Source: an optimization exercise on an open RTL-to-GDS flow (aim: small area and a short achievable clock period). Production flows keep margins and buffers that such runs may drop.
Only simulation tests tie the RTL to the original design; equivalence was not proved.
The flow treats the clock pin as an ideal source. Dropping or thinning the clock tree relies on that and would not hold on a real chip.
Power figures rest on the tool's default switching activity, not on a simulated workload.

==> flow/design.v <==
`timescale 1ns / 1ps
module conv( input clk, input data_in, input [1:0]row_in, input [1:0]col_in,
input signed [7:0]data, output reg signed [7:0]out );
reg [7:0] n00, n01, n02, x20, x21, x22;
wire w0 = data_in & (row_in == 2'd0);
wire w2 = data_in & (row_in == 2'd2);
always @(posedge clk) begin
  if (w0 & (col_in == 2'd0)) n00 <= ~data;
  if (w0 & (col_in == 2'd1)) n01 <= ~data;
  if (w0 & (col_in == 2'd2)) n02 <= ~data;
  if (w2 & (col_in == 2'd0)) x20 <= data;
  if (w2 & (col_in == 2'd1)) x21 <= data;
  if (w2 & (col_in == 2'd2)) x22 <= data;
end
wire [10:0] a = {3'b0, x20}, b = {3'b0, x22}, c = {3'b0, n00};
wire [10:0] d = {3'b0, n02}, e = {2'b0, x21, 1'b0}, f = {2'b0, n01, 1'b0};
wire [10:0] s1 = a ^ b ^ c;
wire [10:0] c1 = {(a & b | a & c | b & c), 1'b1};
wire [10:0] s2 = d ^ e ^ f;
wire [10:0] maj2 = d & e | d & f | e & f;    
wire [10:0] c2 = {maj2[9:1], 1'b1, 1'b0};
wire [10:0] s3 = s1 ^ c1 ^ s2;
wire [10:0] c3 = {(s1 & c1 | s1 & s2 | c1 & s2), 1'b1};
wire [10:0] s4 = s3 ^ c3 ^ c2;
wire [10:0] c4 = {(s3 & c3 | s3 & c2 | c3 & c2), 1'b0};
wire [7:0] g = s4[7:0] & c4[7:0];
wire [7:0] p = s4[7:0] ^ c4[7:0];
wire [7:0] g1, p1, g2, p2, g3;
genvar i;
generate for (i = 0; i < 8; i = i + 1) begin : ks
  assign g1[i] = (i >= 1) ? g[i] | p[i] & g[i-1] : g[i];
  assign p1[i] = (i >= 1) ? p[i] & p[i-1] : p[i];
  assign g2[i] = (i >= 2) ? g1[i] | p1[i] & g1[i-2] : g1[i];
  assign p2[i] = (i >= 2) ? p1[i] & p1[i-2] : p1[i];
  assign g3[i] = (i >= 4) ? g2[i] | p2[i] & g2[i-4] : g2[i];
end endgenerate
wire [8:0] cy = {g3, 1'b0};           
wire g1_copy = ~(~s4[1] | ~c4[1]);
wire [7:0] lo = p ^ {cy[7:3], g1_copy, cy[1:0]};
localparam [127:0] HTAB = 128'hfffffffffffffffbfffbb220b2200000;
wire [4:0] hb = {c4[10], c4[9], s4[9], c4[8], s4[8]};
wire [3:0] hf = HTAB[hb*4 +: 4];
wire sat  = cy[8] ? hf[0] : hf[2];
wire pass = cy[8] ? hf[1] : hf[3];
wire hold = data_in;
always @(posedge clk)
  out <= {8{hold}} & out | {8{~hold & sat}} | {8{~hold & pass}} & lo;
endmodule
Settings: LEC_CHECK=0, CAP_MARGIN=20, CORE_MARGIN=2, CORE_UTILIZATION=40, SLEW_MARGIN=20; clock period 6.0 ns.
standard.sh (not shown) runs the stock make flow with config.mk's settings and CLKGATE_MAP_FILE= SYNTH_SCRIPT=/design/flow/synth_recipe.tcl, a recipe that flattens the netlist after the stock synthesis.
==> flow/flow/run.sh <==
#!/bin/bash
# The standard ORFS flow (the standard.sh) with these changes:
#  - synthesis without Yosys's early ABC pass (SYNTH_ARGS=-noabc), ABC area script;
#  - extra don't-use cells: sky130_fd_sc_hd__ha_1 sky130_fd_sc_hd__ha_2 sky130_fd_sc_hd__ha_4
#  - port buffers of a chosen cell;
#  - flow/skew.tcl after clock tree synthesis: optionally (TREE_N > 0) it first
#    replaces the clock tree by TREE_N buffers on the clock port (flow/tree.tcl); which delays the clock of the out
#    register (useful skew for the paths from the window registers into it).
# The full output of the tools goes to standard.log here (ORFS's own logs are under orfs/logs).
export SKEW_DRV_CELL=sky130_fd_sc_hd__clkbuf_4
export SKEW_REPAIR_GAIN=0
export SKEW_OUT_MARGIN=0
export TREE_N=4
export SKEW_INPUT_EXTRA=0.1
export SKEW_DE_FANOUT=4
export SKEW_DE_BUF=sky130_fd_sc_hd__buf_4
export TREE_CELL=sky130_fd_sc_hd__clkbuf_8
# The platform's don't-use list, then the extra cells.
DU="sky130_fd_sc_hd__lpflow_bleeder_1 sky130_fd_sc_hd__lpflow_clkbufkapwr_1 sky130_fd_sc_hd__lpflow_clkbufkapwr_16 sky130_fd_sc_hd__lpflow_clkbufkapwr_2 sky130_fd_sc_hd__lpflow_clkbufkapwr_4 sky130_fd_sc_hd__lpflow_clkbufkapwr_8 sky130_fd_sc_hd__lpflow_clkinvkapwr_1 sky130_fd_sc_hd__lpflow_clkinvkapwr_16 sky130_fd_sc_hd__lpflow_clkinvkapwr_2 sky130_fd_sc_hd__lpflow_clkinvkapwr_4 sky130_fd_sc_hd__lpflow_clkinvkapwr_8 sky130_fd_sc_hd__lpflow_decapkapwr_12 sky130_fd_sc_hd__lpflow_decapkapwr_3 sky130_fd_sc_hd__lpflow_decapkapwr_4 sky130_fd_sc_hd__lpflow_decapkapwr_6 sky130_fd_sc_hd__lpflow_decapkapwr_8 sky130_fd_sc_hd__lpflow_inputiso0n_1 sky130_fd_sc_hd__lpflow_inputiso0p_1 sky130_fd_sc_hd__lpflow_inputiso1n_1 sky130_fd_sc_hd__lpflow_inputiso1p_1 sky130_fd_sc_hd__lpflow_inputisolatch_1 sky130_fd_sc_hd__lpflow_isobufsrc_1 sky130_fd_sc_hd__lpflow_isobufsrc_16 sky130_fd_sc_hd__lpflow_isobufsrc_2 sky130_fd_sc_hd__lpflow_isobufsrc_4 sky130_fd_sc_hd__lpflow_isobufsrc_8 sky130_fd_sc_hd__lpflow_isobufsrckapwr_16 sky130_fd_sc_hd__lpflow_lsbuf_lh_hl_isowell_tap_1 sky130_fd_sc_hd__lpflow_lsbuf_lh_hl_isowell_tap_2 sky130_fd_sc_hd__lpflow_lsbuf_lh_hl_isowell_tap_4 sky130_fd_sc_hd__lpflow_lsbuf_lh_isowell_4 sky130_fd_sc_hd__lpflow_lsbuf_lh_isowell_tap_1 sky130_fd_sc_hd__lpflow_lsbuf_lh_isowell_tap_2 sky130_fd_sc_hd__lpflow_lsbuf_lh_isowell_tap_4 sky130_fd_sc_hd__probe_p_8 sky130_fd_sc_hd__probec_p_8  sky130_fd_sc_hd__ha_1 sky130_fd_sc_hd__ha_2 sky130_fd_sc_hd__ha_4"
bash standard.sh DONT_USE_CELLS="$DU" SYNTH_ARGS=-noabc ABC_AREA=1 BUFFER_PORTS_ARGS='-buffer_cell sky130_fd_sc_hd__buf_1' CORE_UTILIZATION=60 HOLD_SLACK_MARGIN=0.1 HOLD_SLACK_MARGIN=0.2 POST_CTS_TCL=$PWD/flow/skew.tcl finish > standard.log 2>&1
Other scripts of this flow, unchanged in this note and not shown: flow/flow/skew.tcl, flow/flow/tree.tcl
The starting point completed without violations.
Rerun with:
--- a/flow/flow/run.sh
+++ b/flow/flow/run.sh
@@ -20 +20 @@
-bash standard.sh DONT_USE_CELLS="$DU" SYNTH_ARGS=-noabc ABC_AREA=1 BUFFER_PORTS_ARGS='-buffer_cell sky130_fd_sc_hd__buf_1' CORE_UTILIZATION=60 HOLD_SLACK_MARGIN=0.1 HOLD_SLACK_MARGIN=0.2 POST_CTS_TCL=$PWD/flow/skew.tcl finish > standard.log 2>&1
+bash standard.sh DONT_USE_CELLS="$DU" SYNTH_ARGS=-noabc ABC_AREA=1 BUFFER_PORTS_ARGS='-buffer_cell sky130_fd_sc_hd__buf_2' CORE_UTILIZATION=60 HOLD_SLACK_MARGIN=0.1 HOLD_SLACK_MARGIN=0.2 CORE_UTILIZATION=50 POST_CTS_TCL=$PWD/flow/skew.tcl finish > standard.log 2>&1
Clock skew decreases by 0.0042 ns.
First-iteration DRC count increases slightly.
Via count decreases slightly.
Synthesized cell count stays the same.
Final area hardly moves.
Critical path depth stays the same.
Total power increases slightly.
Cell count increases by a few percent.

## separate check: timing with driven ports
In the flow no input, the clock included, has a driving cell. The finished layouts below were timed again as built, in two steps.
Step 1 assumes that a clkbuf_16 drives the clock port and a buf_2 every other input.
Step 2, shift: input delay + t, output delay - t, t = (earliest + latest rising clock arrival at the registers) / 2. This alone moves slack from input paths to output paths.
Slacks: ideal / step 1 / step 2; pairs: ideal / step 1.
| run | shift t [ns] | setup slack, ns | hold WS [ns] | latest minus earliest clock arrival (ns) | slew at the worst register clock pin (ns) |
|---|---|---|---|---|---|
| the first run | 0.508 | 3.511 / 3.452 / 3.148 | 0.206 / 0.206 / 0.206 | 0.654 / 0.653 | 0.09 / 0.09 |
| the second run | 0.517 | 3.531 / 3.470 / 3.140 | 0.159 / 0.159 / 0.159 | 0.649 / 0.649 | 0.09 / 0.09 |
In the first run and the second run the clock reaches the registers at very different times; t lies between them, and the last value is a rough guide only. For the second run, which loses most, drivers alone change the setup slack by -0.061 ns; drivers and shift together by -0.391 ns.
